Context: an optimization exercise on an open-source flow, tuned for small area, a short achievable clock period and few clock cycles. The choices shown serve that exercise and are no tape-out recipe. In this exercise RTL edits were held to simulation tests only and were not proved equivalent to the original.

## flow/flow/run.sh

```bash
#!/bin/bash
# The standard layout, with one extra step between synthesis and floorplan:
# invopt.py removes the inverters that Yosys's full-adder extraction leaves between
# adders (see invopt.py). Each tool's output goes to a log of its own.
set -euo pipefail
R=orfs/results/$FLOW_PLATFORM/geofence/base
LIB=$FLOW_HOME/platforms/$FLOW_PLATFORM/lib/sky130_fd_sc_hd__tt_025C_1v80.lib
bash standard.sh synth > synth.log 2>&1
cp $R/1_2_yosys.v 1_2_yosys.synth.v
python3 flow/invopt.py $LIB 1_2_yosys.synth.v 1_2_yosys.invopt.v > invopt.log 2>&1
cp 1_2_yosys.invopt.v $R/1_2_yosys.v
bash standard.sh finish > layout.log 2>&1
```

## flow/flow/invopt.py

```python
#!/usr/bin/env python3
"""Polarity clean-up of a mapped sky130hd netlist (Yosys write_verilog output).

Yosys's extract_fa maps many full adders in inverted form (inverted inputs and outputs),
which leaves inverters between adders. A full adder is self-dual: FA(~a,~b,~c) gives
(~sum, ~cout). This script removes every inverter, then picks for each full adder whether
to use it inverted, and for some single-output gates whether to swap them for their
complement (and2 <-> nand2, ...), so that as few inverters as possible are needed; it
then adds one inverter per signal whose complement is still needed. The function of the
netlist and its registers are unchanged.

usage: invopt.py lib in.v out.v"""
import re, sys, random

lib_path, src, dst = sys.argv[1:4]
P = "sky130_fd_sc_hd__"

# cell areas and pin directions from the liberty file
areas, pins, cur, curpin = {}, {}, None, None
for line in open(lib_path):
    m = re.match(r'\s*cell \("(\w+)"\)', line)
    if m:
        cur = m.group(1); pins[cur] = {}; continue
    m = re.match(r'\s*area\s*:\s*([0-9.]+)', line)
    if m and cur and cur not in areas:
        areas[cur] = float(m.group(1))
    m = re.match(r'\s*pin \("(\w+)"\)', line)
    if m and cur:
        curpin = m.group(1); continue
    m = re.match(r'\s*direction\s*:\s*"?(\w+)"?', line)
    if m and cur and curpin:
        pins[cur][curpin] = m.group(1); curpin = None

PAIRS = [("and2", "nand2"), ("or2", "nor2"), ("xor2", "xnor2"), ("and3", "nand3"),
         ("or3", "nor3"), ("and4", "nand4"), ("or4", "nor4"), ("a21o", "a21oi"),
         ("o21a", "o21ai"), ("a22o", "a22oi"), ("o22a", "o22ai"), ("a211o", "a211oi"),
         ("o211a", "o211ai"), ("a31o", "a31oi"), ("o31a", "o31ai"), ("xor3", "xnor3"),
         ("buf", "inv"), ("clkbuf", "inv"), ("a221o", "a221oi"), ("o221a", "o221ai"),
         ("a41o", "a41oi"), ("o41a", "o41ai"), ("a32o", "a32oi"), ("o32a", "o32ai"),
         ("mux2", "mux2i")]
COMP = {}
for a, b in PAIRS:
    x, y = P + a + "_1", P + b + "_1"
    if x in pins and y in pins:
        ix = sorted(p for p, d in pins[x].items() if d == "input")
        iy = sorted(p for p, d in pins[y].items() if d == "input")
        ox = [p for p, d in pins[x].items() if d == "output"]
        oy = [p for p, d in pins[y].items() if d == "output"]
        if ix == iy and len(ox) == 1 and len(oy) == 1:
            if a != "clkbuf":
                COMP[y] = (x, oy[0], ox[0])
            COMP[x] = (y, ox[0], oy[0])
INV = re.compile(P + r"(inv|clkinv)_\d+$")
FA = P + "fa_1"
HA = P + "ha_1"

text = open(src).read()
mod = re.search(r"module\s+(\w+)\s*\((.*?)\);(.*)endmodule", text, re.S)
body = mod.group(3)
outputs = set()
for m in re.finditer(r"^\s*output\s+(\[[^\]]*\]\s*)?(\w+)\s*;", body, re.M):
    outputs.add(m.group(2))
inputs = set()
for m in re.finditer(r"^\s*input\s+(\[[^\]]*\]\s*)?(\w+)\s*;", body, re.M):
    inputs.add(m.group(2))

cell_re = re.compile(r"^\s*(" + P + r"\w+)\s+(\S+)\s*\((.*?)\);", re.M | re.S)
pin_re = re.compile(r"\.(\w+)\(\s*(.*?)\s*\)\s*(?:,|$)", re.S)
cells = []
for m in cell_re.finditer(body):
    t, name, conns = m.group(1), m.group(2), m.group(3)
    pc = [(p, n.strip()) for p, n in pin_re.findall(conns)]
    cells.append([t, name, pc])
if re.search(r"^\s*assign\s", body, re.M):
    sys.exit("netlist has assign statements")
other = cell_re.sub("", body)

def is_out(t, p):
    return pins[t].get(p) == "output"

# nets driven by inverters: net -> input net
inv_of = {}
for t, name, pc in cells:
    if INV.match(t):
        d = dict(pc); inv_of[d["Y"]] = d["A"]
def base(n):
    pol = 0
    while n in inv_of:
        n = inv_of[n]; pol ^= 1
    return n, pol

for o in outputs:
    if base(o)[1] or o in inv_of:
        sys.exit("output port driven by an inverter")

# variables: full adders (flip all pins) and complementable gates (flip the output)
var_of_cell = {}
driver_var = {}   # base net -> var index (its physical polarity)
nvar = 0
ctype = []
for i, (t, name, pc) in enumerate(cells):
    if INV.match(t):
        continue
    if t == FA or t in COMP or t == HA:
        var_of_cell[i] = nvar; ctype.append(t); nvar += 1
        if t != HA:
            for p, n in pc:
                if is_out(t, p):
                    driver_var[n] = var_of_cell[i]
val = [0] * nvar

# loads: (cell index, pin, base net, literal polarity, var of load or None)
loads = {}
for i, (t, name, pc) in enumerate(cells):
    if INV.match(t):
        continue
    for p, n in pc:
        if is_out(t, p):
            continue
        b, pol = base(n)
        v = var_of_cell[i] if t in (FA, HA) else None
        loads.setdefault(b, []).append((i, p, pol, v))
for o in outputs:
    loads.setdefault(o, []).append((None, o, 0, None))

sig_of_var = {}
for b in loads:
    if b in driver_var:
        sig_of_var.setdefault(driver_var[b], []).append(b)
for_var_loads = {}
for b, ls in loads.items():
    for (i, p, pol, v) in ls:
        if v is not None:
            for_var_loads.setdefault(v, set()).add(b)

inv_area = areas[P + "inv_1"]
def sig_cost(b):
    ph = val[driver_var[b]] if b in driver_var else 0
    need = False
    for (i, p, pol, v) in loads[b]:
        req = pol ^ (val[v] if v is not None else 0)
        if req != ph:
            need = True; break
    return inv_area if need else 0.0
def var_cost(v):
    t = ctype[v]
    if t == FA:
        return 0.0
    if t == HA:
        return (areas[P + "xor2_1"] + areas[P + "nor2_1"]) if val[v] else areas[t]
    return areas[COMP[t][0]] if val[v] else areas[t]
def touched(v):
    s = set(sig_of_var.get(v, [])) | for_var_loads.get(v, set())
    return s

total = sum(sig_cost(b) for b in loads) + sum(var_cost(v) for v in range(nvar))
start = total + inv_area * 0
orig = sum(areas[t] for t, n, pc in cells if INV.match(t) or t == FA or t in COMP)
order = list(range(nvar))
rng = random.Random(1)
def delta(v):
    ss = touched(v)
    before = sum(sig_cost(b) for b in ss) + var_cost(v)
    val[v] ^= 1
    after = sum(sig_cost(b) for b in ss) + var_cost(v)
    val[v] ^= 1
    return after - before
def descend():
    global total
    improved = True
    while improved:
        improved = False
        rng.shuffle(order)
        for v in order:
            d = delta(v)
            if d < -1e-9 or (d < 1e-9 and rng.random() < 0.3):
                val[v] ^= 1; total += d
                if d < -1e-9:
                    improved = True
descend()
best, best_val = total, list(val)
for it in range(300):
    for v in rng.sample(range(nvar), max(1, nvar // 30)):
        total += delta(v); val[v] ^= 1
    descend()
    if total < best - 1e-9:
        best, best_val = total, list(val)
    else:
        val[:] = best_val; total = best

# rewrite
def W(n):
    return n + " " if n.startswith("\\") else n
new_cells = []
inv_net = {}
k = 0
for b in sorted(loads):
    ph = val[driver_var[b]] if b in driver_var else 0
    for (i, p, pol, v) in loads[b]:
        req = pol ^ (val[v] if v is not None else 0)
        if req != ph and b not in inv_net:
            k += 1
            inv_net[b] = f"invopt_{k}"
            new_cells.append(f"  {P}inv_1 invopt_c{k} (\n    .A({W(b)}),\n    .Y({inv_net[b]})\n  );")
conn = {}
for b, ls in loads.items():
    ph = val[driver_var[b]] if b in driver_var else 0
    for (i, p, pol, v) in ls:
        req = pol ^ (val[v] if v is not None else 0)
        net = b if req == ph else inv_net[b]
        if i is None:
            if net != p:
                sys.exit("output port polarity")
            continue
        conn[(i, p)] = net
conn = {k: W(n) for k, n in conn.items()}
out_cells = []
for i, (t, name, pc) in enumerate(cells):
    if INV.match(t):
        continue
    if t == HA and val[var_of_cell[i]]:
        d = dict(pc)
        a, b = conn[(i, "A")], conn[(i, "B")]
        if "SUM" in d:
            out_cells.append(f"  {P}xor2_1 {name}_s (\n    .A({a}),\n    .B({b}),\n    .X({W(d['SUM'])})\n  );")
        if "COUT" in d:
            out_cells.append(f"  {P}nor2_1 {name}_c (\n    .A({a}),\n    .B({b}),\n    .Y({W(d['COUT'])})\n  );")
        continue
    nt = t
    opin = {}
    if i in var_of_cell and t != FA and val[var_of_cell[i]]:
        nt, po, pn = COMP[t]
        opin[po] = pn
    items = []
    for p, n in pc:
        if is_out(t, p):
            items.append(f"    .{opin.get(p, p)}({W(n)})")
        else:
            items.append(f"    .{p}({conn[(i, p)]})")
    out_cells.append(f"  {nt} {name} (\n" + ",\n".join(items) + "\n  );")
decl = "\n".join(f"  wire {inv_net[b]};" for b in sorted(inv_net, key=lambda b: inv_net[b]))
newbody = other.rstrip() + "\n" + decl + "\n" + "\n".join(out_cells + new_cells) + "\n"
out = text[:mod.start(3)] + newbody + text[mod.end(3):]
open(dst, "w").write(out)
ninv0 = sum(1 for t, n, pc in cells if INV.match(t))
nflip = sum(1 for v in range(nvar) if val[v] and ctype[v] in (FA, HA))
ncomp = sum(1 for v in range(nvar) if val[v] and ctype[v] != FA)
sys.stderr.write(f"invopt: inverters {ninv0} -> {k}, adders flipped {nflip}, gates swapped {ncomp}, "
                 f"area of touched cells {orig:.1f} -> {total:.1f}\n")
```

## flow/design.v

```verilog
module geofence(clk, reset, X, Y, valid, is_inside);
input clk;
input reset;
input [9:0] X;
input [9:0] Y;
output reg valid;
output reg is_inside;
reg [3:0] phase;             
reg [9:0] px, py;            
reg sx, sy;                  
reg [9:0] mx, my;            
reg lsx, lsy, rsx, rsy;
reg [9:0] lmx, lmy, rmx, rmy;
reg ins;
wire [10:0] dx = {1'b0, X} - {1'b0, px};
wire [10:0] dy = {1'b0, Y} - {1'b0, py};
wire [9:0] ax = (dx[9:0] ^ {10{dx[10]}}) + {9'd0, dx[10]};
wire [9:0] ay = (dy[9:0] ^ {10{dy[10]}}) + {9'd0, dy[10]};
wire zx = mx == 10'd0, zy = my == 10'd0;
wire zlx = lmx == 10'd0, zly = lmy == 10'd0;
wire zrx = rmx == 10'd0, zry = rmy == 10'd0;
wire a_le, a_dn;
xsgn ua(.a(lmx), .b(my), .c(lmy), .d(mx), .le(a_le), .lt(a_dn));
wire a_dz = a_le && !a_dn;
wire a_s1 = lsx ^ sy, a_s2 = lsy ^ sx;
wire a_nz = !(zlx || zy) || !(zly || zx);
wire an = (a_s1 == a_s2) ? (a_s1 ? !(a_dn || a_dz) : a_dn) : (a_s1 && a_nz);
wire az = (a_s1 == a_s2) ? a_dz : !a_nz;
wire ap = !an && !az;
wire b_le, b_dn;
xsgn ub(.a(mx), .b(rmy), .c(my), .d(rmx), .le(b_le), .lt(b_dn));
wire b_dz = b_le && !b_dn;
wire b_s1 = sx ^ rsy, b_s2 = sy ^ rsx;
wire b_nz = !(zx || zry) || !(zy || zrx);
wire bn = (b_s1 == b_s2) ? (b_s1 ? !(b_dn || b_dz) : b_dn) : (b_s1 && b_nz);
wire bz = (b_s1 == b_s2) ? b_dz : !b_nz;
wire bp = !bn && !bz;
wire opp = (!zx && (sx ^ lsx)) || (!zy && (sy ^ lsy));
wire hit = (zx && zy) || (an && (bn || bz)) || (az && bn) || (az && bz && opp);
always @(posedge clk or posedge reset) begin
    if (reset) phase <= 4'd0;
    else if (phase == 4'd8) phase <= 4'd0;
    else if (phase == 4'd6 && (ins || hit)) phase <= 4'd8;   
    else phase <= phase + 4'd1;
end
always @(posedge clk) begin
    sx <= dx[10]; mx <= ax;
    sy <= dy[10]; my <= ay;
end
always @(posedge clk) begin
    if (phase == 4'd0) begin
        px <= X;
        py <= Y;
    end
    if (phase == 4'd2) begin
        lsx <= sx; lmx <= mx; lsy <= sy; lmy <= my;
        rsx <= sx; rmx <= mx; rsy <= sy; rmy <= my;
        ins <= zx && zy;
    end else if (phase >= 4'd3 && phase <= 4'd7) begin
        if (hit) ins <= 1'b1;
        if (an && bp) begin lsx <= sx; lmx <= mx; lsy <= sy; lmy <= my; end
        if (ap && bn) begin rsx <= sx; rmx <= mx; rsy <= sy; rmy <= my; end
    end
end
always @(posedge clk or posedge reset) begin
    if (reset) begin
        valid <= 1'b0;
        is_inside <= 1'b0;
    end else begin
        valid <= (phase == 4'd7) || (phase == 4'd6 && (ins || hit));
        is_inside <= (phase == 4'd6 || phase == 4'd7) && (ins || hit);
    end
end
endmodule
module xsgn(input [9:0] a, input [9:0] b, input [9:0] c, input [9:0] d, output le, output lt);
wire t1 = (a[0] & b[9]) ^ ~(c[0] & d[9]) ^ (a[1] & b[8]);
wire t2 = ((a[0] & b[9]) & ~(c[0] & d[9])) | ((a[0] & b[9]) & (a[1] & b[8])) | (~(c[0] & d[9]) & (a[1] & b[8]));
wire t3 = (a[1] & b[9]) ^ ~(c[1] & d[9]);
wire t4 = (a[1] & b[9]) & ~(c[1] & d[9]);
wire t5 = (a[0] & b[6]) ^ ~(c[0] & d[6]) ^ (a[1] & b[5]);
wire t6 = ((a[0] & b[6]) & ~(c[0] & d[6])) | ((a[0] & b[6]) & (a[1] & b[5])) | (~(c[0] & d[6]) & (a[1] & b[5]));
wire t7 = (a[0] & b[7]) ^ ~(c[0] & d[7]) ^ (a[1] & b[6]);
wire t8 = ((a[0] & b[7]) & ~(c[0] & d[7])) | ((a[0] & b[7]) & (a[1] & b[6])) | (~(c[0] & d[7]) & (a[1] & b[6]));
wire t9 = ~(c[1] & d[6]) ^ (a[2] & b[5]) ^ ~(c[2] & d[5]);
wire t10 = (~(c[1] & d[6]) & (a[2] & b[5])) | (~(c[1] & d[6]) & ~(c[2] & d[5])) | ((a[2] & b[5]) & ~(c[2] & d[5]));
wire t11 = (a[3] & b[4]) ^ ~(c[3] & d[4]);
wire t12 = (a[3] & b[4]) & ~(c[3] & d[4]);
wire t13 = (a[0] & b[8]) ^ ~(c[0] & d[8]) ^ (a[1] & b[7]);
wire t14 = ((a[0] & b[8]) & ~(c[0] & d[8])) | ((a[0] & b[8]) & (a[1] & b[7])) | (~(c[0] & d[8]) & (a[1] & b[7]));
wire t15 = ~(c[1] & d[7]) ^ (a[2] & b[6]) ^ ~(c[2] & d[6]);
wire t16 = (~(c[1] & d[7]) & (a[2] & b[6])) | (~(c[1] & d[7]) & ~(c[2] & d[6])) | ((a[2] & b[6]) & ~(c[2] & d[6]));
wire t17 = (a[3] & b[5]) ^ ~(c[3] & d[5]) ^ (a[4] & b[4]);
wire t18 = ((a[3] & b[5]) & ~(c[3] & d[5])) | ((a[3] & b[5]) & (a[4] & b[4])) | (~(c[3] & d[5]) & (a[4] & b[4]));
wire t19 = ~(c[4] & d[4]) ^ (a[5] & b[3]) ^ ~(c[5] & d[3]);
wire t20 = (~(c[4] & d[4]) & (a[5] & b[3])) | (~(c[4] & d[4]) & ~(c[5] & d[3])) | ((a[5] & b[3]) & ~(c[5] & d[3]));
wire t21 = (a[6] & b[2]) ^ ~(c[6] & d[2]);
wire t22 = (a[6] & b[2]) & ~(c[6] & d[2]);
wire t23 = ~(c[1] & d[8]) ^ (a[2] & b[7]) ^ ~(c[2] & d[7]);
wire t24 = (~(c[1] & d[8]) & (a[2] & b[7])) | (~(c[1] & d[8]) & ~(c[2] & d[7])) | ((a[2] & b[7]) & ~(c[2] & d[7]));
wire t25 = (a[3] & b[6]) ^ ~(c[3] & d[6]) ^ (a[4] & b[5]);
wire t26 = ((a[3] & b[6]) & ~(c[3] & d[6])) | ((a[3] & b[6]) & (a[4] & b[5])) | (~(c[3] & d[6]) & (a[4] & b[5]));
wire t27 = ~(c[4] & d[5]) ^ (a[5] & b[4]) ^ ~(c[5] & d[4]);
wire t28 = (~(c[4] & d[5]) & (a[5] & b[4])) | (~(c[4] & d[5]) & ~(c[5] & d[4])) | ((a[5] & b[4]) & ~(c[5] & d[4]));
wire t29 = (a[6] & b[3]) ^ ~(c[6] & d[3]) ^ (a[7] & b[2]);
wire t30 = ((a[6] & b[3]) & ~(c[6] & d[3])) | ((a[6] & b[3]) & (a[7] & b[2])) | (~(c[6] & d[3]) & (a[7] & b[2]));
wire t31 = ~(c[7] & d[2]) ^ (a[8] & b[1]) ^ ~(c[8] & d[1]);
wire t32 = (~(c[7] & d[2]) & (a[8] & b[1])) | (~(c[7] & d[2]) & ~(c[8] & d[1])) | ((a[8] & b[1]) & ~(c[8] & d[1]));
wire t33 = (a[9] & b[0]) ^ ~(c[9] & d[0]);
wire t34 = (a[9] & b[0]) & ~(c[9] & d[0]);
wire t35 = (a[2] & b[8]) ^ ~(c[2] & d[8]) ^ (a[3] & b[7]);
wire t36 = ((a[2] & b[8]) & ~(c[2] & d[8])) | ((a[2] & b[8]) & (a[3] & b[7])) | (~(c[2] & d[8]) & (a[3] & b[7]));
wire t37 = ~(c[3] & d[7]) ^ (a[4] & b[6]) ^ ~(c[4] & d[6]);
wire t38 = (~(c[3] & d[7]) & (a[4] & b[6])) | (~(c[3] & d[7]) & ~(c[4] & d[6])) | ((a[4] & b[6]) & ~(c[4] & d[6]));
wire t39 = (a[5] & b[5]) ^ ~(c[5] & d[5]) ^ (a[6] & b[4]);
wire t40 = ((a[5] & b[5]) & ~(c[5] & d[5])) | ((a[5] & b[5]) & (a[6] & b[4])) | (~(c[5] & d[5]) & (a[6] & b[4]));
wire t41 = ~(c[6] & d[4]) ^ (a[7] & b[3]) ^ ~(c[7] & d[3]);
wire t42 = (~(c[6] & d[4]) & (a[7] & b[3])) | (~(c[6] & d[4]) & ~(c[7] & d[3])) | ((a[7] & b[3]) & ~(c[7] & d[3]));
wire t43 = (a[8] & b[2]) ^ ~(c[8] & d[2]) ^ (a[9] & b[1]);
wire t44 = ((a[8] & b[2]) & ~(c[8] & d[2])) | ((a[8] & b[2]) & (a[9] & b[1])) | (~(c[8] & d[2]) & (a[9] & b[1]));
wire t45 = ~(c[9] & d[1]) ^ 1'b1 ^ t2;
wire t46 = (~(c[9] & d[1]) & 1'b1) | (~(c[9] & d[1]) & t2) | (1'b1 & t2);
wire t47 = (a[2] & b[9]) ^ ~(c[2] & d[9]) ^ (a[3] & b[8]);
wire t48 = ((a[2] & b[9]) & ~(c[2] & d[9])) | ((a[2] & b[9]) & (a[3] & b[8])) | (~(c[2] & d[9]) & (a[3] & b[8]));
wire t49 = ~(c[3] & d[8]) ^ (a[4] & b[7]) ^ ~(c[4] & d[7]);
wire t50 = (~(c[3] & d[8]) & (a[4] & b[7])) | (~(c[3] & d[8]) & ~(c[4] & d[7])) | ((a[4] & b[7]) & ~(c[4] & d[7]));
wire t51 = (a[5] & b[6]) ^ ~(c[5] & d[6]) ^ (a[6] & b[5]);
wire t52 = ((a[5] & b[6]) & ~(c[5] & d[6])) | ((a[5] & b[6]) & (a[6] & b[5])) | (~(c[5] & d[6]) & (a[6] & b[5]));
wire t53 = ~(c[6] & d[5]) ^ (a[7] & b[4]) ^ ~(c[7] & d[4]);
wire t54 = (~(c[6] & d[5]) & (a[7] & b[4])) | (~(c[6] & d[5]) & ~(c[7] & d[4])) | ((a[7] & b[4]) & ~(c[7] & d[4]));
wire t55 = (a[8] & b[3]) ^ ~(c[8] & d[3]) ^ (a[9] & b[2]);
wire t56 = ((a[8] & b[3]) & ~(c[8] & d[3])) | ((a[8] & b[3]) & (a[9] & b[2])) | (~(c[8] & d[3]) & (a[9] & b[2]));
wire t57 = (a[3] & b[9]) ^ ~(c[3] & d[9]) ^ (a[4] & b[8]);
wire t58 = ((a[3] & b[9]) & ~(c[3] & d[9])) | ((a[3] & b[9]) & (a[4] & b[8])) | (~(c[3] & d[9]) & (a[4] & b[8]));
wire t59 = ~(c[4] & d[8]) ^ (a[5] & b[7]) ^ ~(c[5] & d[7]);
wire t60 = (~(c[4] & d[8]) & (a[5] & b[7])) | (~(c[4] & d[8]) & ~(c[5] & d[7])) | ((a[5] & b[7]) & ~(c[5] & d[7]));
wire t61 = (a[6] & b[6]) ^ ~(c[6] & d[6]) ^ (a[7] & b[5]);
wire t62 = ((a[6] & b[6]) & ~(c[6] & d[6])) | ((a[6] & b[6]) & (a[7] & b[5])) | (~(c[6] & d[6]) & (a[7] & b[5]));
wire t63 = (a[4] & b[9]) ^ ~(c[4] & d[9]) ^ (a[5] & b[8]);
wire t64 = ((a[4] & b[9]) & ~(c[4] & d[9])) | ((a[4] & b[9]) & (a[5] & b[8])) | (~(c[4] & d[9]) & (a[5] & b[8]));
wire t65 = (a[0] & b[4]) ^ ~(c[0] & d[4]) ^ (a[1] & b[3]);
wire t66 = ((a[0] & b[4]) & ~(c[0] & d[4])) | ((a[0] & b[4]) & (a[1] & b[3])) | (~(c[0] & d[4]) & (a[1] & b[3]));
wire t67 = (a[0] & b[5]) ^ ~(c[0] & d[5]) ^ (a[1] & b[4]);
wire t68 = ((a[0] & b[5]) & ~(c[0] & d[5])) | ((a[0] & b[5]) & (a[1] & b[4])) | (~(c[0] & d[5]) & (a[1] & b[4]));
wire t69 = ~(c[1] & d[4]) ^ (a[2] & b[3]) ^ ~(c[2] & d[3]);
wire t70 = (~(c[1] & d[4]) & (a[2] & b[3])) | (~(c[1] & d[4]) & ~(c[2] & d[3])) | ((a[2] & b[3]) & ~(c[2] & d[3]));
wire t71 = (a[3] & b[2]) ^ ~(c[3] & d[2]);
wire t72 = (a[3] & b[2]) & ~(c[3] & d[2]);
wire t73 = ~(c[1] & d[5]) ^ (a[2] & b[4]) ^ ~(c[2] & d[4]);
wire t74 = (~(c[1] & d[5]) & (a[2] & b[4])) | (~(c[1] & d[5]) & ~(c[2] & d[4])) | ((a[2] & b[4]) & ~(c[2] & d[4]));
wire t75 = (a[3] & b[3]) ^ ~(c[3] & d[3]) ^ (a[4] & b[2]);
wire t76 = ((a[3] & b[3]) & ~(c[3] & d[3])) | ((a[3] & b[3]) & (a[4] & b[2])) | (~(c[3] & d[3]) & (a[4] & b[2]));
wire t77 = ~(c[4] & d[2]) ^ (a[5] & b[1]) ^ ~(c[5] & d[1]);
wire t78 = (~(c[4] & d[2]) & (a[5] & b[1])) | (~(c[4] & d[2]) & ~(c[5] & d[1])) | ((a[5] & b[1]) & ~(c[5] & d[1]));
wire t79 = (a[6] & b[0]) ^ ~(c[6] & d[0]);
wire t80 = (a[6] & b[0]) & ~(c[6] & d[0]);
wire t81 = (a[4] & b[3]) ^ ~(c[4] & d[3]) ^ (a[5] & b[2]);
wire t82 = ((a[4] & b[3]) & ~(c[4] & d[3])) | ((a[4] & b[3]) & (a[5] & b[2])) | (~(c[4] & d[3]) & (a[5] & b[2]));
wire t83 = ~(c[5] & d[2]) ^ (a[6] & b[1]) ^ ~(c[6] & d[1]);
wire t84 = (~(c[5] & d[2]) & (a[6] & b[1])) | (~(c[5] & d[2]) & ~(c[6] & d[1])) | ((a[6] & b[1]) & ~(c[6] & d[1]));
wire t85 = (a[7] & b[0]) ^ ~(c[7] & d[0]) ^ 1'b1;
wire t86 = ((a[7] & b[0]) & ~(c[7] & d[0])) | ((a[7] & b[0]) & 1'b1) | (~(c[7] & d[0]) & 1'b1);
wire t87 = t6 ^ t7 ^ t9;
wire t88 = (t6 & t7) | (t6 & t9) | (t7 & t9);
wire t89 = (a[7] & b[1]) ^ ~(c[7] & d[1]) ^ (a[8] & b[0]);
wire t90 = ((a[7] & b[1]) & ~(c[7] & d[1])) | ((a[7] & b[1]) & (a[8] & b[0])) | (~(c[7] & d[1]) & (a[8] & b[0]));
wire t91 = ~(c[8] & d[0]) ^ 1'b1 ^ t8;
wire t92 = (~(c[8] & d[0]) & 1'b1) | (~(c[8] & d[0]) & t8) | (1'b1 & t8);
wire t93 = t10 ^ t12 ^ t13;
wire t94 = (t10 & t12) | (t10 & t13) | (t12 & t13);
wire t95 = t15 ^ t17 ^ t19;
wire t96 = (t15 & t17) | (t15 & t19) | (t17 & t19);
wire t97 = 1'b1 ^ t1 ^ t14;
wire t98 = (1'b1 & t1) | (1'b1 & t14) | (t1 & t14);
wire t99 = t16 ^ t18 ^ t20;
wire t100 = (t16 & t18) | (t16 & t20) | (t18 & t20);
wire t101 = t22 ^ t23 ^ t25;
wire t102 = (t22 & t23) | (t22 & t25) | (t23 & t25);
wire t103 = t27 ^ t29 ^ t31;
wire t104 = (t27 & t29) | (t27 & t31) | (t29 & t31);
wire t105 = t3 ^ t24 ^ t26;
wire t106 = (t3 & t24) | (t3 & t26) | (t24 & t26);
wire t107 = t28 ^ t30 ^ t32;
wire t108 = (t28 & t30) | (t28 & t32) | (t30 & t32);
wire t109 = t34 ^ t35 ^ t37;
wire t110 = (t34 & t35) | (t34 & t37) | (t35 & t37);
wire t111 = t39 ^ t41 ^ t43;
wire t112 = (t39 & t41) | (t39 & t43) | (t41 & t43);
wire t113 = ~(c[9] & d[2]) ^ t4 ^ t36;
wire t114 = (~(c[9] & d[2]) & t4) | (~(c[9] & d[2]) & t36) | (t4 & t36);
wire t115 = t38 ^ t40 ^ t42;
wire t116 = (t38 & t40) | (t38 & t42) | (t40 & t42);
wire t117 = t44 ^ t46 ^ t47;
wire t118 = (t44 & t46) | (t44 & t47) | (t46 & t47);
wire t119 = t49 ^ t51 ^ t53;
wire t120 = (t49 & t51) | (t49 & t53) | (t51 & t53);
wire t121 = ~(c[7] & d[5]) ^ (a[8] & b[4]) ^ ~(c[8] & d[4]);
wire t122 = (~(c[7] & d[5]) & (a[8] & b[4])) | (~(c[7] & d[5]) & ~(c[8] & d[4])) | ((a[8] & b[4]) & ~(c[8] & d[4]));
wire t123 = (a[9] & b[3]) ^ ~(c[9] & d[3]) ^ t48;
wire t124 = ((a[9] & b[3]) & ~(c[9] & d[3])) | ((a[9] & b[3]) & t48) | (~(c[9] & d[3]) & t48);
wire t125 = t50 ^ t52 ^ t54;
wire t126 = (t50 & t52) | (t50 & t54) | (t52 & t54);
wire t127 = t56 ^ t57 ^ t59;
wire t128 = (t56 & t57) | (t56 & t59) | (t57 & t59);
wire t129 = ~(c[5] & d[8]) ^ (a[6] & b[7]) ^ ~(c[6] & d[7]);
wire t130 = (~(c[5] & d[8]) & (a[6] & b[7])) | (~(c[5] & d[8]) & ~(c[6] & d[7])) | ((a[6] & b[7]) & ~(c[6] & d[7]));
wire t131 = (a[7] & b[6]) ^ ~(c[7] & d[6]) ^ (a[8] & b[5]);
wire t132 = ((a[7] & b[6]) & ~(c[7] & d[6])) | ((a[7] & b[6]) & (a[8] & b[5])) | (~(c[7] & d[6]) & (a[8] & b[5]));
wire t133 = ~(c[8] & d[5]) ^ (a[9] & b[4]) ^ ~(c[9] & d[4]);
wire t134 = (~(c[8] & d[5]) & (a[9] & b[4])) | (~(c[8] & d[5]) & ~(c[9] & d[4])) | ((a[9] & b[4]) & ~(c[9] & d[4]));
wire t135 = t58 ^ t60 ^ t62;
wire t136 = (t58 & t60) | (t58 & t62) | (t60 & t62);
wire t137 = (a[5] & b[9]) ^ ~(c[5] & d[9]) ^ (a[6] & b[8]);
wire t138 = ((a[5] & b[9]) & ~(c[5] & d[9])) | ((a[5] & b[9]) & (a[6] & b[8])) | (~(c[5] & d[9]) & (a[6] & b[8]));
wire t139 = ~(c[6] & d[8]) ^ (a[7] & b[7]) ^ ~(c[7] & d[7]);
wire t140 = (~(c[6] & d[8]) & (a[7] & b[7])) | (~(c[6] & d[8]) & ~(c[7] & d[7])) | ((a[7] & b[7]) & ~(c[7] & d[7]));
wire t141 = (a[8] & b[6]) ^ ~(c[8] & d[6]) ^ (a[9] & b[5]);
wire t142 = ((a[8] & b[6]) & ~(c[8] & d[6])) | ((a[8] & b[6]) & (a[9] & b[5])) | (~(c[8] & d[6]) & (a[9] & b[5]));
wire t143 = (a[6] & b[9]) ^ ~(c[6] & d[9]) ^ (a[7] & b[8]);
wire t144 = ((a[6] & b[9]) & ~(c[6] & d[9])) | ((a[6] & b[9]) & (a[7] & b[8])) | (~(c[6] & d[9]) & (a[7] & b[8]));
wire t145 = (a[0] & b[2]) ^ ~(c[0] & d[2]);
wire t146 = (a[0] & b[2]) & ~(c[0] & d[2]);
wire t147 = (a[0] & b[3]) ^ ~(c[0] & d[3]) ^ (a[1] & b[2]);
wire t148 = ((a[0] & b[3]) & ~(c[0] & d[3])) | ((a[0] & b[3]) & (a[1] & b[2])) | (~(c[0] & d[3]) & (a[1] & b[2]));
wire t149 = ~(c[1] & d[2]) ^ (a[2] & b[1]) ^ ~(c[2] & d[1]);
wire t150 = (~(c[1] & d[2]) & (a[2] & b[1])) | (~(c[1] & d[2]) & ~(c[2] & d[1])) | ((a[2] & b[1]) & ~(c[2] & d[1]));
wire t151 = ~(c[1] & d[3]) ^ (a[2] & b[2]) ^ ~(c[2] & d[2]);
wire t152 = (~(c[1] & d[3]) & (a[2] & b[2])) | (~(c[1] & d[3]) & ~(c[2] & d[2])) | ((a[2] & b[2]) & ~(c[2] & d[2]));
wire t153 = (a[3] & b[1]) ^ ~(c[3] & d[1]) ^ (a[4] & b[0]);
wire t154 = ((a[3] & b[1]) & ~(c[3] & d[1])) | ((a[3] & b[1]) & (a[4] & b[0])) | (~(c[3] & d[1]) & (a[4] & b[0]));
wire t155 = ~(c[4] & d[0]) ^ 1'b1;
wire t156 = ~(c[4] & d[0]) & 1'b1;
wire t157 = (a[4] & b[1]) ^ ~(c[4] & d[1]) ^ (a[5] & b[0]);
wire t158 = ((a[4] & b[1]) & ~(c[4] & d[1])) | ((a[4] & b[1]) & (a[5] & b[0])) | (~(c[4] & d[1]) & (a[5] & b[0]));
wire t159 = ~(c[5] & d[0]) ^ 1'b1 ^ t66;
wire t160 = (~(c[5] & d[0]) & 1'b1) | (~(c[5] & d[0]) & t66) | (1'b1 & t66);
wire t161 = t67 ^ t69 ^ t71;
wire t162 = (t67 & t69) | (t67 & t71) | (t69 & t71);
wire t163 = 1'b1 ^ t5 ^ t68;
wire t164 = (1'b1 & t5) | (1'b1 & t68) | (t5 & t68);
wire t165 = t70 ^ t72 ^ t73;
wire t166 = (t70 & t72) | (t70 & t73) | (t72 & t73);
wire t167 = t75 ^ t77 ^ t79;
wire t168 = (t75 & t77) | (t75 & t79) | (t77 & t79);
wire t169 = t11 ^ t74 ^ t76;
wire t170 = (t11 & t74) | (t11 & t76) | (t74 & t76);
wire t171 = t78 ^ t80 ^ t81;
wire t172 = (t78 & t80) | (t78 & t81) | (t80 & t81);
wire t173 = t83 ^ t85 ^ t87;
wire t174 = (t83 & t85) | (t83 & t87) | (t85 & t87);
wire t175 = t21 ^ t82 ^ t84;
wire t176 = (t21 & t82) | (t21 & t84) | (t82 & t84);
wire t177 = t86 ^ t88 ^ t89;
wire t178 = (t86 & t88) | (t86 & t89) | (t88 & t89);
wire t179 = t91 ^ t93 ^ t95;
wire t180 = (t91 & t93) | (t91 & t95) | (t93 & t95);
wire t181 = t33 ^ t90 ^ t92;
wire t182 = (t33 & t90) | (t33 & t92) | (t90 & t92);
wire t183 = t94 ^ t96 ^ t97;
wire t184 = (t94 & t96) | (t94 & t97) | (t96 & t97);
wire t185 = t99 ^ t101 ^ t103;
wire t186 = (t99 & t101) | (t99 & t103) | (t101 & t103);
wire t187 = t45 ^ t98 ^ t100;
wire t188 = (t45 & t98) | (t45 & t100) | (t98 & t100);
wire t189 = t102 ^ t104 ^ t105;
wire t190 = (t102 & t104) | (t102 & t105) | (t104 & t105);
wire t191 = t107 ^ t109 ^ t111;
wire t192 = (t107 & t109) | (t107 & t111) | (t109 & t111);
wire t193 = t55 ^ t106 ^ t108;
wire t194 = (t55 & t106) | (t55 & t108) | (t106 & t108);
wire t195 = t110 ^ t112 ^ t113;
wire t196 = (t110 & t112) | (t110 & t113) | (t112 & t113);
wire t197 = t115 ^ t117 ^ t119;
wire t198 = (t115 & t117) | (t115 & t119) | (t117 & t119);
wire t199 = t61 ^ t114 ^ t116;
wire t200 = (t61 & t114) | (t61 & t116) | (t114 & t116);
wire t201 = t118 ^ t120 ^ t121;
wire t202 = (t118 & t120) | (t118 & t121) | (t120 & t121);
wire t203 = t123 ^ t125 ^ t127;
wire t204 = (t123 & t125) | (t123 & t127) | (t125 & t127);
wire t205 = t63 ^ t122 ^ t124;
wire t206 = (t63 & t122) | (t63 & t124) | (t122 & t124);
wire t207 = t126 ^ t128 ^ t129;
wire t208 = (t126 & t128) | (t126 & t129) | (t128 & t129);
wire t209 = t131 ^ t133 ^ t135;
wire t210 = (t131 & t133) | (t131 & t135) | (t133 & t135);
wire t211 = ~(c[9] & d[5]) ^ t64 ^ t130;
wire t212 = (~(c[9] & d[5]) & t64) | (~(c[9] & d[5]) & t130) | (t64 & t130);
wire t213 = t132 ^ t134 ^ t136;
wire t214 = (t132 & t134) | (t132 & t136) | (t134 & t136);
wire t215 = t137 ^ t139 ^ t141;
wire t216 = (t137 & t139) | (t137 & t141) | (t139 & t141);
wire t217 = ~(c[7] & d[8]) ^ (a[8] & b[7]) ^ ~(c[8] & d[7]);
wire t218 = (~(c[7] & d[8]) & (a[8] & b[7])) | (~(c[7] & d[8]) & ~(c[8] & d[7])) | ((a[8] & b[7]) & ~(c[8] & d[7]));
wire t219 = (a[9] & b[6]) ^ ~(c[9] & d[6]) ^ t138;
wire t220 = ((a[9] & b[6]) & ~(c[9] & d[6])) | ((a[9] & b[6]) & t138) | (~(c[9] & d[6]) & t138);
wire t221 = t140 ^ t142 ^ t143;
wire t222 = (t140 & t142) | (t140 & t143) | (t142 & t143);
wire t223 = (a[7] & b[9]) ^ ~(c[7] & d[9]) ^ (a[8] & b[8]);
wire t224 = ((a[7] & b[9]) & ~(c[7] & d[9])) | ((a[7] & b[9]) & (a[8] & b[8])) | (~(c[7] & d[9]) & (a[8] & b[8]));
wire t225 = ~(c[8] & d[8]) ^ (a[9] & b[7]) ^ ~(c[9] & d[7]);
wire t226 = (~(c[8] & d[8]) & (a[9] & b[7])) | (~(c[8] & d[8]) & ~(c[9] & d[7])) | ((a[9] & b[7]) & ~(c[9] & d[7]));
wire t227 = (a[0] & b[1]) ^ ~(c[0] & d[1]);
wire t228 = (a[0] & b[1]) & ~(c[0] & d[1]);
wire t229 = (a[1] & b[1]) ^ ~(c[1] & d[1]) ^ (a[2] & b[0]);
wire t230 = ((a[1] & b[1]) & ~(c[1] & d[1])) | ((a[1] & b[1]) & (a[2] & b[0])) | (~(c[1] & d[1]) & (a[2] & b[0]));
wire t231 = ~(c[2] & d[0]) ^ 1'b1;
wire t232 = ~(c[2] & d[0]) & 1'b1;
wire t233 = (a[3] & b[0]) ^ ~(c[3] & d[0]) ^ 1'b1;
wire t234 = ((a[3] & b[0]) & ~(c[3] & d[0])) | ((a[3] & b[0]) & 1'b1) | (~(c[3] & d[0]) & 1'b1);
wire t235 = t146 ^ t147 ^ t149;
wire t236 = (t146 & t147) | (t146 & t149) | (t147 & t149);
wire t237 = t65 ^ t148 ^ t150;
wire t238 = (t65 & t148) | (t65 & t150) | (t148 & t150);
wire t239 = t151 ^ t153 ^ t155;
wire t240 = (t151 & t153) | (t151 & t155) | (t153 & t155);
wire t241 = t152 ^ t154 ^ t156;
wire t242 = (t152 & t154) | (t152 & t156) | (t154 & t156);
wire t243 = t157 ^ t159 ^ t161;
wire t244 = (t157 & t159) | (t157 & t161) | (t159 & t161);
wire t245 = t158 ^ t160 ^ t162;
wire t246 = (t158 & t160) | (t158 & t162) | (t160 & t162);
wire t247 = t163 ^ t165 ^ t167;
wire t248 = (t163 & t165) | (t163 & t167) | (t165 & t167);
wire t249 = t164 ^ t166 ^ t168;
wire t250 = (t164 & t166) | (t164 & t168) | (t166 & t168);
wire t251 = t169 ^ t171 ^ t173;
wire t252 = (t169 & t171) | (t169 & t173) | (t171 & t173);
wire t253 = t170 ^ t172 ^ t174;
wire t254 = (t170 & t172) | (t170 & t174) | (t172 & t174);
wire t255 = t175 ^ t177 ^ t179;
wire t256 = (t175 & t177) | (t175 & t179) | (t177 & t179);
wire t257 = t176 ^ t178 ^ t180;
wire t258 = (t176 & t178) | (t176 & t180) | (t178 & t180);
wire t259 = t181 ^ t183 ^ t185;
wire t260 = (t181 & t183) | (t181 & t185) | (t183 & t185);
wire t261 = t182 ^ t184 ^ t186;
wire t262 = (t182 & t184) | (t182 & t186) | (t184 & t186);
wire t263 = t187 ^ t189 ^ t191;
wire t264 = (t187 & t189) | (t187 & t191) | (t189 & t191);
wire t265 = t188 ^ t190 ^ t192;
wire t266 = (t188 & t190) | (t188 & t192) | (t190 & t192);
wire t267 = t193 ^ t195 ^ t197;
wire t268 = (t193 & t195) | (t193 & t197) | (t195 & t197);
wire t269 = t194 ^ t196 ^ t198;
wire t270 = (t194 & t196) | (t194 & t198) | (t196 & t198);
wire t271 = t199 ^ t201 ^ t203;
wire t272 = (t199 & t201) | (t199 & t203) | (t201 & t203);
wire t273 = t200 ^ t202 ^ t204;
wire t274 = (t200 & t202) | (t200 & t204) | (t202 & t204);
wire t275 = t205 ^ t207 ^ t209;
wire t276 = (t205 & t207) | (t205 & t209) | (t207 & t209);
wire t277 = t206 ^ t208 ^ t210;
wire t278 = (t206 & t208) | (t206 & t210) | (t208 & t210);
wire t279 = t211 ^ t213 ^ t215;
wire t280 = (t211 & t213) | (t211 & t215) | (t213 & t215);
wire t281 = t212 ^ t214 ^ t216;
wire t282 = (t212 & t214) | (t212 & t216) | (t214 & t216);
wire t283 = t217 ^ t219 ^ t221;
wire t284 = (t217 & t219) | (t217 & t221) | (t219 & t221);
wire t285 = t144 ^ t218 ^ t220;
wire t286 = (t144 & t218) | (t144 & t220) | (t218 & t220);
wire t287 = t222 ^ t223 ^ t225;
wire t288 = (t222 & t223) | (t222 & t225) | (t223 & t225);
wire t289 = (a[8] & b[9]) ^ ~(c[8] & d[9]) ^ (a[9] & b[8]);
wire t290 = ((a[8] & b[9]) & ~(c[8] & d[9])) | ((a[8] & b[9]) & (a[9] & b[8])) | (~(c[8] & d[9]) & (a[9] & b[8]));
wire t291 = ~(c[9] & d[8]) ^ t224 ^ t226;
wire t292 = (~(c[9] & d[8]) & t224) | (~(c[9] & d[8]) & t226) | (t224 & t226);
wire t293 = (a[1] & b[0]) ^ ~(c[1] & d[0]);
wire t294 = (a[1] & b[0]) & ~(c[1] & d[0]);
wire t295 = t145 ^ t228 ^ t229;
wire t296 = (t145 & t228) | (t145 & t229) | (t228 & t229);
wire t297 = t230 ^ t232 ^ t233;
wire t298 = (t230 & t232) | (t230 & t233) | (t232 & t233);
wire t299 = t234 ^ t236 ^ t237;
wire t300 = (t234 & t236) | (t234 & t237) | (t236 & t237);
wire t301 = t238 ^ t240 ^ t241;
wire t302 = (t238 & t240) | (t238 & t241) | (t240 & t241);
wire t303 = t242 ^ t244 ^ t245;
wire t304 = (t242 & t244) | (t242 & t245) | (t244 & t245);
wire t305 = t246 ^ t248 ^ t249;
wire t306 = (t246 & t248) | (t246 & t249) | (t248 & t249);
wire t307 = t250 ^ t252 ^ t253;
wire t308 = (t250 & t252) | (t250 & t253) | (t252 & t253);
wire t309 = t254 ^ t256 ^ t257;
wire t310 = (t254 & t256) | (t254 & t257) | (t256 & t257);
wire t311 = t258 ^ t260 ^ t261;
wire t312 = (t258 & t260) | (t258 & t261) | (t260 & t261);
wire t313 = t262 ^ t264 ^ t265;
wire t314 = (t262 & t264) | (t262 & t265) | (t264 & t265);
wire t315 = t266 ^ t268 ^ t269;
wire t316 = (t266 & t268) | (t266 & t269) | (t268 & t269);
wire t317 = t270 ^ t272 ^ t273;
wire t318 = (t270 & t272) | (t270 & t273) | (t272 & t273);
wire t319 = t274 ^ t276 ^ t277;
wire t320 = (t274 & t276) | (t274 & t277) | (t276 & t277);
wire t321 = t278 ^ t280 ^ t281;
wire t322 = (t278 & t280) | (t278 & t281) | (t280 & t281);
wire t323 = t282 ^ t284 ^ t285;
wire t324 = (t282 & t284) | (t282 & t285) | (t284 & t285);
wire t325 = t286 ^ t288 ^ t289;
wire t326 = (t286 & t288) | (t286 & t289) | (t288 & t289);
wire t327 = (a[9] & b[9]) ^ ~(c[9] & d[9]) ^ t290;
wire t328 = ((a[9] & b[9]) & ~(c[9] & d[9])) | ((a[9] & b[9]) & t290) | (~(c[9] & d[9]) & t290);
wire t329 = 1'b1 ^ t227;
wire t330 = 1'b1 & t227;
wire t331 = t231 ^ t294 ^ t295;
wire t332 = (t231 & t294) | (t231 & t295) | (t294 & t295);
wire t333 = t235 ^ t296 ^ t297;
wire t334 = (t235 & t296) | (t235 & t297) | (t296 & t297);
wire t335 = t239 ^ t298 ^ t299;
wire t336 = (t239 & t298) | (t239 & t299) | (t298 & t299);
wire t337 = t243 ^ t300 ^ t301;
wire t338 = (t243 & t300) | (t243 & t301) | (t300 & t301);
wire t339 = t247 ^ t302 ^ t303;
wire t340 = (t247 & t302) | (t247 & t303) | (t302 & t303);
wire t341 = t251 ^ t304 ^ t305;
wire t342 = (t251 & t304) | (t251 & t305) | (t304 & t305);
wire t343 = t255 ^ t306 ^ t307;
wire t344 = (t255 & t306) | (t255 & t307) | (t306 & t307);
wire t345 = t259 ^ t308 ^ t309;
wire t346 = (t259 & t308) | (t259 & t309) | (t308 & t309);
wire t347 = t263 ^ t310 ^ t311;
wire t348 = (t263 & t310) | (t263 & t311) | (t310 & t311);
wire t349 = t267 ^ t312 ^ t313;
wire t350 = (t267 & t312) | (t267 & t313) | (t312 & t313);
wire t351 = t271 ^ t314 ^ t315;
wire t352 = (t271 & t314) | (t271 & t315) | (t314 & t315);
wire t353 = t275 ^ t316 ^ t317;
wire t354 = (t275 & t316) | (t275 & t317) | (t316 & t317);
wire t355 = t279 ^ t318 ^ t319;
wire t356 = (t279 & t318) | (t279 & t319) | (t318 & t319);
wire t357 = t283 ^ t320 ^ t321;
wire t358 = (t283 & t320) | (t283 & t321) | (t320 & t321);
wire t359 = t287 ^ t322 ^ t323;
wire t360 = (t287 & t322) | (t287 & t323) | (t322 & t323);
wire t361 = t291 ^ t324 ^ t325;
wire t362 = (t291 & t324) | (t291 & t325) | (t324 & t325);
wire t363 = t292 ^ t326 ^ t327;
wire t364 = (t292 & t326) | (t292 & t327) | (t326 & t327);
wire [20:0] x = {1'b1, t328, t362, t360, t358, t356, t354, t352, t350, t348, t346, t344, t342, t340, t338, t336, t334, t332, t330, t293, (a[0] & b[0])};
wire [20:0] y = {1'b0, t364, t363, t361, t359, t357, t355, t353, t351, t349, t347, t345, t343, t341, t339, t337, t335, t333, t331, t329, ~(c[0] & d[0])};
wire [19:0] g = x[19:0] & y[19:0];
wire [19:0] p = x[19:0] | y[19:0];
wire G1 = g[1] | (p[1] & g[0]);
wire P1 = p[1] & p[0];
wire G2 = g[4] | (p[4] & g[3]);
wire P2 = p[4] & p[3];
wire G3 = G2 | (P2 & g[2]);
wire P3 = P2 & p[2];
wire G4 = G3 | (P3 & G1);
wire P4 = P3 & P1;
wire G5 = g[6] | (p[6] & g[5]);
wire P5 = p[6] & p[5];
wire G6 = g[9] | (p[9] & g[8]);
wire P6 = p[9] & p[8];
wire G7 = G6 | (P6 & g[7]);
wire P7 = P6 & p[7];
wire G8 = G7 | (P7 & G5);
wire P8 = P7 & P5;
wire G9 = G8 | (P8 & G4);
wire P9 = P8 & P4;
wire G10 = g[11] | (p[11] & g[10]);
wire P10 = p[11] & p[10];
wire G11 = g[14] | (p[14] & g[13]);
wire P11 = p[14] & p[13];
wire G12 = G11 | (P11 & g[12]);
wire P12 = P11 & p[12];
wire G13 = G12 | (P12 & G10);
wire P13 = P12 & P10;
wire G14 = g[16] | (p[16] & g[15]);
wire P14 = p[16] & p[15];
wire G15 = g[19] | (p[19] & g[18]);
wire P15 = p[19] & p[18];
wire G16 = G15 | (P15 & g[17]);
wire P16 = P15 & p[17];
wire G17 = G16 | (P16 & G14);
wire P17 = P16 & P14;
wire G18 = G17 | (P17 & G13);
wire P18 = P17 & P13;
wire G19 = G18 | (P18 & G9);
wire P19 = P18 & P9;
wire top = x[20] ^ y[20];
assign le = top ^ G19;
assign lt = top ^ (G19 | P19);
endmodule
```

## flow/standard.sh

```bash
#!/bin/bash
# synth_recipe.tcl (not shown) runs the flow's synth.tcl, then flattens the netlist and writes it again
# the make line also repeats each setting of config.mk as NAME=value (left out here)
make -C /OpenROAD-flow-scripts/flow DESIGN_CONFIG=/design/flow/config.mk WORK_HOME=/design/flow/orfs CLKGATE_MAP_FILE= SYNTH_SCRIPT=/design/flow/synth_recipe.tcl "${@:-finish}"
```

## flow/constraint.sdc

```tcl
create_clock -name core_clock -period 12.0 [get_ports {clk}]
set_input_delay 2.4000 -clock core_clock [delete_from_list [all_inputs] [get_ports {clk}]]
set_output_delay 2.4000 -clock core_clock [all_outputs]
set_load 0.01 [all_outputs]
```

## flow/config.mk

```make
export PLATFORM = sky130hd
export DESIGN_NAME = geofence
export DESIGN_NICKNAME = geofence
export VERILOG_FILES = /design/flow/design.v
export SDC_FILE = /design/flow/constraint.sdc
export NUM_CORES = 4
export LEC_CHECK = 0
export CAP_MARGIN = 0
export CORE_MARGIN = 2
export CORE_UTILIZATION = 40
export CTS_BUF_LIST = sky130_fd_sc_hd__clkbuf_4 sky130_fd_sc_hd__clkbuf_8
export CTS_CLUSTER_DIAMETER = 100
export CTS_CLUSTER_SIZE = 30
export PLACE_DENSITY = 0.6
export SETUP_SLACK_MARGIN = 5
export SLEW_MARGIN = 0
```

==> report_table.html, run 1 <==
<table>
<tr><th>Metric</th><th>Value</th></tr>
<tr><th colspan="2">Route</th></tr>
<tr><td>Per-cell via count in the routed design</td><td>5.38</td></tr>
<tr><td>Total number of vias</td><td>9,968</td></tr>
<tr><td>Final WL</td><td>36.1 mm</td></tr>
<tr><td>First-pass detailed-route iteration total</td><td>5</td></tr>
<tr><td>Remaining design rule violation count</td><td>0</td></tr>
<tr><td>Iter 0 DRT Violations</td><td>719</td></tr>
<tr><td>Number of antenna-violating nets in the routed design</td><td>0</td></tr>
<tr><td>Wire per inst</td><td>19.5 um</td></tr>
<tr><th colspan="2">Floorplan</th></tr>
<tr><td>Area of the die</td><td>38,100 sq um</td></tr>
<tr><td>Row Count</td><td>70</td></tr>
<tr><td>Core Footprint</td><td>36,300 sq um</td></tr>
<tr><td>Die width</td><td>195 um</td></tr>
<tr><td># IOs</td><td>24</td></tr>
<tr><td>Height of the die</td><td>195 um</td></tr>
<tr><td>Starting density of the core</td><td>0.403</td></tr>
<tr><th colspan="2">STA</th></tr>
<tr><td>Ratio of final minimum period to clock period</td><td>0.546</td></tr>
<tr><td>Headroom to the max-slew limit</td><td>0.397</td></tr>
<tr><td>Count of final hold-check violations</td><td>0</td></tr>
<tr><td>Layout Skew</td><td>12.8 ps</td></tr>
<tr><td>Worst Tran Pin Value</td><td>904 ps</td></tr>
<tr><td>FMAX</td><td>0.153 GHz</td></tr>
<tr><td>Setup TNS</td><td>0 ps</td></tr>
<tr><td>Worst hold margin</td><td>566 ps</td></tr>
<tr><td>Final period demand of the worst path</td><td>6550 ps</td></tr>
<tr><td>Worst setup margin</td><td>5450 ps</td></tr>
<tr><td>Count of final setup violators</td><td>0</td></tr>
<tr><td>Setup repair after global routing missed its margin</td><td>false</td></tr>
<tr><td>Final Max Tran Viols</td><td>0</td></tr>
<tr><th colspan="2">Clock tree</th></tr>
<tr><td>Count of clock tree sinks</td><td>93</td></tr>
<tr><td>Worst skew pair latency</td><td>360 ps</td></tr>
<tr><td>CTS root buf</td><td>sky130_fd_sc_hd__clkbuf_8</td></tr>
<tr><td>Post-CTS clock slew at the launch and capture registers of the worst setup and hold paths</td><td>100 ps</td></tr>
<tr><td>Maximum count of clock buffers along a single path</td><td>2</td></tr>
<tr><td>TritonCTS clock tree</td><td>yes</td></tr>
<tr><td>Clock H-tree levels</td><td>3</td></tr>
<tr><td>Number of buffers inserted during clock tree synthesis</td><td>9</td></tr>
<tr><td>Hold buffer count at CTS</td><td>0</td></tr>
<tr><th colspan="2">Critical path</th></tr>
<tr><td>Worst reg2reg path endpoint</td><td>lmy[3]$_DFFE_PP_</td></tr>
<tr><td>Critical Path Fanout Max</td><td>11</td></tr>
<tr><td>Launch point of the worst reg-to-reg path</td><td>rmy[9]$_DFFE_PP_</td></tr>
<tr><td>CP endpoint kind</td><td>register</td></tr>
<tr><td>Required time at the endpoint of the critical path</td><td>12,030 ps</td></tr>
<tr><td>Critical Path AT</td><td>6580 ps</td></tr>
<tr><td>Setup CP Type</td><td>reg -&gt; reg</td></tr>
<tr><td>Number of cells traversed by the worst register-to-register path</td><td>16</td></tr>
<tr><td>Crit path launch type</td><td>register</td></tr>
<tr><td>FF-to-FF setup slack</td><td>5450 ps</td></tr>
<tr><th colspan="2">Final layout</th></tr>
<tr><td>Total inserted antenna cells</td><td>0</td></tr>
<tr><td>Total number of nets in the final design</td><td>1,762</td></tr>
<tr><td>Fraction of layout instances using a drive strength above 1</td><td>0.0354</td></tr>
<tr><td>Synth-to-layout area growth</td><td>5.87%</td></tr>
<tr><td>Layout filler cell count</td><td>3,402</td></tr>
<tr><th colspan="2">GRT</th></tr>
<tr><td>Maximum number of pins on one net before global-route repair</td><td>26</td></tr>
<tr><td>Global-route track usage on met3</td><td>0.0366</td></tr>
<tr><td>Total routing usage reported by global routing</td><td>0.203</td></tr>
<tr><td>Initial antenna violation count</td><td>0</td></tr>
<tr><td>Met1 capacity usage during global routing</td><td>0.278</td></tr>
<tr><td>Vias in the first global route</td><td>11.0k</td></tr>
<tr><td>Congestion Overflow GR</td><td>0</td></tr>
<tr><td>M2 GR Usage</td><td>0.329</td></tr>
<tr><td>First-pass GRT wire length</td><td>60.1 mm</td></tr>
<tr><td>Most heavily used metal layer in global routing</td><td>met2</td></tr>
<tr><th colspan="2">Hold path</th></tr>
<tr><td>Worst hold path cell count</td><td>2</td></tr>
<tr><td>Worst Hold End</td><td>mx[0]$_DFF_P_</td></tr>
<tr><td>Type of the most critical hold path</td><td>reg -&gt; reg</td></tr>
<tr><td>Launch point of the worst hold path</td><td>px[0]$_DFFE_PN_</td></tr>
<tr><th colspan="2">Place</th></tr>
<tr><td>Placed wire-length estimate</td><td>26.6 mm</td></tr>
<tr><td>Pre-CTS setup slack</td><td>4790 ps</td></tr>
<tr><td>Count of buffers from port buffering</td><td>23</td></tr>
<tr><td>GP Congestion</td><td>0.839</td></tr>
<tr><th colspan="2">Synthesis</th></tr>
<tr><td>Cell area after synthesis</td><td>14,600 sq um</td></tr>
<tr><td>Mean post-synth cell area</td><td>10.4 sq um</td></tr>
<tr><td>Yosys Warn Count</td><td>1</td></tr>
<tr><td>Net Count, Synth</td><td>1,793</td></tr>
<tr><td>Synthesized instance count</td><td>1,410</td></tr>
<tr><th colspan="2">Job</th></tr>
<tr><td>Max-Cap Viols</td><td>0</td></tr>
<tr><th colspan="2">Outcome</th></tr>
<tr><td>Result of the run</td><td>no timing/DRC/antenna violations</td></tr>
</table>
sequential cells by signal (all words and copies together), names as in the netlist, 10 cells and up:
register	cells
lmy	10
px	10
lmx	10
py	10
mx	10
my	10
rmy	10
rmx	10
worst max-delay path by stage:
stage / start / end / slack (ps) / cells past startpoint
global route: lmx[0]$_DFFE_PP_ / rmy[5]$_DFFE_PP_ / 5120 / 17
finish: rmy[9]$_DFFE_PP_ / lmy[3]$_DFFE_PP_ / 5450 / 16
CTS: mx[3]$_DFF_P_ / rmx[8]$_DFFE_PP_ / 5000 / 16
floorplan: my[0]$_DFF_P_ / lmx[0]$_DFFE_PP_ / 5050 / 17
global placement: mx[3]$_DFF_P_ / lmx[6]$_DFFE_PP_ / 4890 / 16
detailed placement: mx[3]$_DFF_P_ / lmy[4]$_DFFE_PP_ / 4790 / 16
worst max-delay path, stage by stage, from the launching register on:
cell,delay [ps]
sky130_fd_sc_hd__edfxtp_1,590
sky130_fd_sc_hd__and2_1,270
sky130_fd_sc_hd__fa_1,500
sky130_fd_sc_hd__fa_1,460
sky130_fd_sc_hd__fa_1,460
sky130_fd_sc_hd__fa_1,470
sky130_fd_sc_hd__fa_1,420
sky130_fd_sc_hd__inv_1,80
sky130_fd_sc_hd__fa_1,420
sky130_fd_sc_hd__a22o_1,210
sky130_fd_sc_hd__a211oi_1,450
sky130_fd_sc_hd__o2111ai_1,380
sky130_fd_sc_hd__or4_1,600
sky130_fd_sc_hd__o2111a_1,160
sky130_fd_sc_hd__a21oi_2,150
sky130_fd_sc_hd__nand2_1,170
sky130_fd_sc_hd__o21ai_4,400
cell type report:
type | count | area (sq um) | share of cell area
Sequential cell | 93 | 2550 | 0.165
Multi-Input combinational cell | 1121 | 11400 | 0.735
Clock buffer | 9 | 124 | 0.00800
Inverter | 116 | 435 | 0.0281
Timing Repair Buffer | 38 | 343 | 0.0221
Tap cell | 468 | 586 | 0.0378
Clock inverter | 7 | 63.8 | 0.00412
repair_timing:
item                       CTS  global route
pin swaps                    0             1
gates resized for setup      1             9
setup buffers                0             0
setup endpoints to repair   22            51
gates cloned                 0             1
placed cells by master (no fill, tap or decap), drive strengths merged, types with 12 or more instances in the layout:
| cell type | count |
|---|---|
| dfxtp | 22 |
| nor2 | 60 |
| buf | 15 |
| and2 | 201 |
| xor2 | 37 |
| edfxtp | 65 |
| nand3 | 13 |
| fa | 328 |
| inv | 121 |
| a21oi | 19 |
| nor2b | 13 |
| o21ai | 15 |
| a211oi | 12 |
| xnor2 | 34 |
| clkdlybuf4s50 | 23 |
| nand2 | 221 |
| ha | 33 |
| nor4 | 13 |
through the flow:
stage,instances,area (sq um),util
2_1_floorplan,1410,14600,-
3_3_place_gp,1835,15300,0.420
3_5_place_dp,1835,15300,0.420
4_1_cts,1851,15500,0.425
5_1_grt,1852,15500,0.426
6_report,1852,15500,0.426
routing by layer:
layer	wire, um	vias to the layer above	share of wire
met2	17200	380	0.48
met3	2580	72	0.071
met4	1020	0	0.028
met1	15300	5119	0.42
met5	0	-	0
li1	-	4397	-
Testbench counts, summed over its fixed seeds: cycles 70,999.
==> inputs of run 2 (changes only) <==
--- a/flow/flow/run.sh
+++ b/flow/flow/run.sh
@@ -10,3 +10,3 @@
 python3 flow/invopt.py $LIB 1_2_yosys.synth.v 1_2_yosys.invopt.v > invopt.log 2>&1
 cp 1_2_yosys.invopt.v $R/1_2_yosys.v
-bash standard.sh finish > layout.log 2>&1
+bash standard.sh SETUP_SLACK_MARGIN=6 "CTS_ARGS=-sink_clustering_enable -repair_clock_nets -buf_list {sky130_fd_sc_hd__clkbuf_4 sky130_fd_sc_hd__clkbuf_8} -sink_clustering_size 30 -sink_clustering_max_diameter 100 -dont_use_dummy_load" finish > layout.log 2>&1
--- a/flow/config.mk
+++ b/flow/config.mk
@@ -6,5 +6,5 @@
 export NUM_CORES = 4
 export LEC_CHECK = 0
-export CAP_MARGIN = 0
+export CAP_MARGIN = 20
 export CORE_MARGIN = 2
 export CORE_UTILIZATION = 40
@@ -14,3 +14,3 @@
 export PLACE_DENSITY = 0.6
 export SETUP_SLACK_MARGIN = 5
-export SLEW_MARGIN = 0
+export SLEW_MARGIN = 20
==> run 2 against run 1 <==
Still clean. Routed wire length rose by 7.8%. Area after synthesis did not move. Die area unchanged.
==> report_table.html, run 2 <==
<table>
<tr><th>Metric</th><th>Value</th></tr>
<tr><th colspan="2">STA</th></tr>
<tr><td>FMAX</td><td>0.160 GHz (was 0.153 GHz)</td></tr>
<tr><td>Final period demand of the worst path</td><td>6250 ps (was 6550 ps)</td></tr>
<tr><td>Worst Tran Pin Value</td><td>877 ps (was 904 ps)</td></tr>
<tr><td>Count of final hold-check violations</td><td>0 (unchanged)</td></tr>
<tr><td>Headroom to the max-slew limit</td><td>0.415 (was 0.397)</td></tr>
<tr><th colspan="2">GRT</th></tr>
<tr><td>Total routing usage reported by global routing</td><td>0.215 (was 0.203)</td></tr>
<tr><td>Initial antenna violation count</td><td>0 (unchanged)</td></tr>
<tr><td>Vias in the first global route</td><td>11.8k (was 11.0k)</td></tr>
<tr><td>First-pass GRT wire length</td><td>63.5 mm (was 60.1 mm)</td></tr>
<tr><th colspan="2">Final layout</th></tr>
<tr><td>Multi-input gate area</td><td>11,600 sq um (was 11,400 sq um)</td></tr>
<tr><td>Most frequent standard cell in the layout excluding fill and tap cells</td><td>sky130_fd_sc_hd__fa_1 (unchanged)</td></tr>
<tr><td>Layout filler cell count</td><td>3,345 (was 3,402)</td></tr>
<tr><td>Total inserted antenna cells</td><td>0 (unchanged)</td></tr>
<tr><td>Most frequent cells in the layout</td><td>sky130_fd_sc_hd__fa_1 (314), sky130_fd_sc_hd__nand2_1 (220), sky130_fd_sc_hd__and2_1 (198) (was sky130_fd_sc_hd__fa_1 (328), sky130_fd_sc_hd__nand2_1 (221), sky130_fd_sc_hd__and2_1 (201))</td></tr>
<tr><td>Synth-to-layout area growth</td><td>12.7% (was 5.87%)</td></tr>
<tr><td>Total number of nets in the final design</td><td>1,862 (was 1,762)</td></tr>
<tr><th colspan="2">Route</th></tr>
<tr><td>Remaining design rule violation count</td><td>0 (unchanged)</td></tr>
<tr><td>Number of antenna-violating nets in the routed design</td><td>0 (unchanged)</td></tr>
<tr><td>Wire per inst</td><td>20.0 um (was 19.5 um)</td></tr>
<tr><td>Total number of vias</td><td>10.5k (was 9,968)</td></tr>
<tr><th colspan="2">Synthesis</th></tr>
<tr><td>Synthesized instance count</td><td>1,410 (unchanged)</td></tr>
<tr><td>Net Count, Synth</td><td>1,793 (unchanged)</td></tr>
<tr><td>Cell area after synthesis</td><td>14,600 sq um (unchanged)</td></tr>
<tr><th colspan="2">Floorplan</th></tr>
<tr><td>Row Count</td><td>70 (unchanged)</td></tr>
<tr><td># IOs</td><td>24 (unchanged)</td></tr>
<tr><td>Starting density of the core</td><td>0.403 (unchanged)</td></tr>
<tr><td>Die width</td><td>195 um (unchanged)</td></tr>
<tr><th colspan="2">Critical path</th></tr>
<tr><td>Setup CP Type</td><td>reg -&gt; reg (unchanged)</td></tr>
<tr><td>Crit path launch type</td><td>register (unchanged)</td></tr>
<tr><td>CP endpoint kind</td><td>register (unchanged)</td></tr>
<tr><td>Required time at the endpoint of the critical path</td><td>12,300 ps (was 12,030 ps)</td></tr>
<tr><td>Critical Path AT</td><td>6550 ps (was 6580 ps)</td></tr>
<tr><td>Critical Path Fanout Max</td><td>6 (was 11)</td></tr>
<tr><td>Number of cells traversed by the worst register-to-register path</td><td>17 (was 16)</td></tr>
<tr><th colspan="2">Clock tree</th></tr>
<tr><td>Worst skew pair latency</td><td>360 ps (about the same)</td></tr>
<tr><td>TritonCTS clock tree</td><td>yes (unchanged)</td></tr>
<tr><td>Maximum count of clock buffers along a single path</td><td>2 (unchanged)</td></tr>
<tr><td>Hold buffer count at CTS</td><td>0 (unchanged)</td></tr>
<tr><td>Post-CTS clock slew at the launch and capture registers of the worst setup and hold paths</td><td>100 ps (about the same)</td></tr>
<tr><td>Number of buffers inserted during clock tree synthesis</td><td>9 (unchanged)</td></tr>
<tr><td>Count of clock tree sinks</td><td>93 (unchanged)</td></tr>
<tr><th colspan="2">Place</th></tr>
<tr><td>GP Congestion</td><td>0.836 (was 0.839)</td></tr>
<tr><td>Placed cell area</td><td>15,300 sq um (about the same)</td></tr>
<tr><th colspan="2">Outcome</th></tr>
<tr><td>Result of the run</td><td>no timing/DRC/antenna violations (unchanged)</td></tr>
<tr><th colspan="2">Job</th></tr>
<tr><td>Max-Cap Viols</td><td>0 (unchanged)</td></tr>
</table>
[run 2: per-layer routing]
metal	part of all wire	GRT usage	up-vias	wire (um)
met3	0.083	0.0416	77	3240
li1	-	-	4599	-
met1	0.41	0.288	5366	15800
met5	0	0	-	0
met4	0.026	0.0659	0	1030
met2	0.48	0.356	479	18900
[run 2: repair_timing]
action / CTS / global route
gates cloned: 3 / 0
hold endpoints to repair: 0 / 0
pin swaps: 10 / 12
endpoints found under the setup margin: 51 / 55
buffers inserted: 83 / 20
resized for setup: 44 / 33
[run 2: cell type report]
class                   instances  area share
repair buffers                137      0.0730
multi-input cells            1122       0.701
clock buffers                   9     0.00751
inverters                     116      0.0266
well taps                     468      0.0355
flip-flops and latches         93       0.157
[run 2: final timing paths]
| check | from | to | slack, ps |
|---|---|---|---|
| worst max-delay path | rmy[5]$_DFFE_PP_ | phase[1]$_DFF_PP0_ | 5750 |
| worst min-delay path | px[0]$_DFFE_PN_ | mx[0]$_DFF_P_ | 550 |
| worst max register to register | rmy[5]$_DFFE_PP_ | phase[1]$_DFF_PP0_ | 5750 |
| worst min register to register | px[0]$_DFFE_PN_ | mx[0]$_DFF_P_ | 550 |
| max in group asynchronous | reset | valid$_DFF_PP0_ | 9570 |
| min in group asynchronous | reset | phase[1]$_DFF_PP0_ | 2240 |
[run 2: through the flow]
step                      hold slack (ps)   util
final                                 549  0.454
after global routing                  593  0.454
after CTS                             563  0.446
after detailed placement              568  0.420
after global placement                560  0.420
after floorplan                       443      -
[run 2: worst max-delay path, cell delays in order (launching register included)]
cell,delay (ps)
sky130_fd_sc_hd__edfxtp_1,550
sky130_fd_sc_hd__and2_4,240
sky130_fd_sc_hd__fa_1,510
sky130_fd_sc_hd__fa_1,570
sky130_fd_sc_hd__fa_2,450
sky130_fd_sc_hd__fa_2,350
sky130_fd_sc_hd__fa_1,470
sky130_fd_sc_hd__fa_2,580
sky130_fd_sc_hd__nor2_2,50
sky130_fd_sc_hd__or4_4,510
sky130_fd_sc_hd__or3_4,400
sky130_fd_sc_hd__or4_4,430
sky130_fd_sc_hd__o2111a_1,160
sky130_fd_sc_hd__a21oi_2,180
sky130_fd_sc_hd__a22oi_2,80
sky130_fd_sc_hd__buf_6,150
sky130_fd_sc_hd__o311ai_4,310
sky130_fd_sc_hd__and3_1,220

## afterwards: timing with drivers on the ports
No port has a modelled driver above. Below, the same layouts with a new extraction and two added sets of constraints. Step 1 sets driving cells, clkbuf_16 on the clock port and buf_2 on the other inputs (assumed; they add their load-dependent delay and slew). Step 2 moves the port delays by t, midway between the first and last clock arrival at a register: inputs arrive t later, outputs are due t later. That takes back most of the time a late clock gives input paths. a / b / c = ideal / step 1 / step 2; a / b = the first two.
run | shift t [ns] | setup slack, ns | latest minus earliest clock arrival (ns) | worst register clock-pin slew, ns | cell pins on the clock port's net
run 1 | 0.397 | 5.447 / 5.447 / 5.447 | 0.013 / 0.013 | 0.10 / 0.10 | 1
run 2 | 0.367 | 5.754 / 5.754 / 5.754 | 0.036 / 0.036 | 0.10 / 0.10 | 1
After both steps every run listed still meets setup and hold.
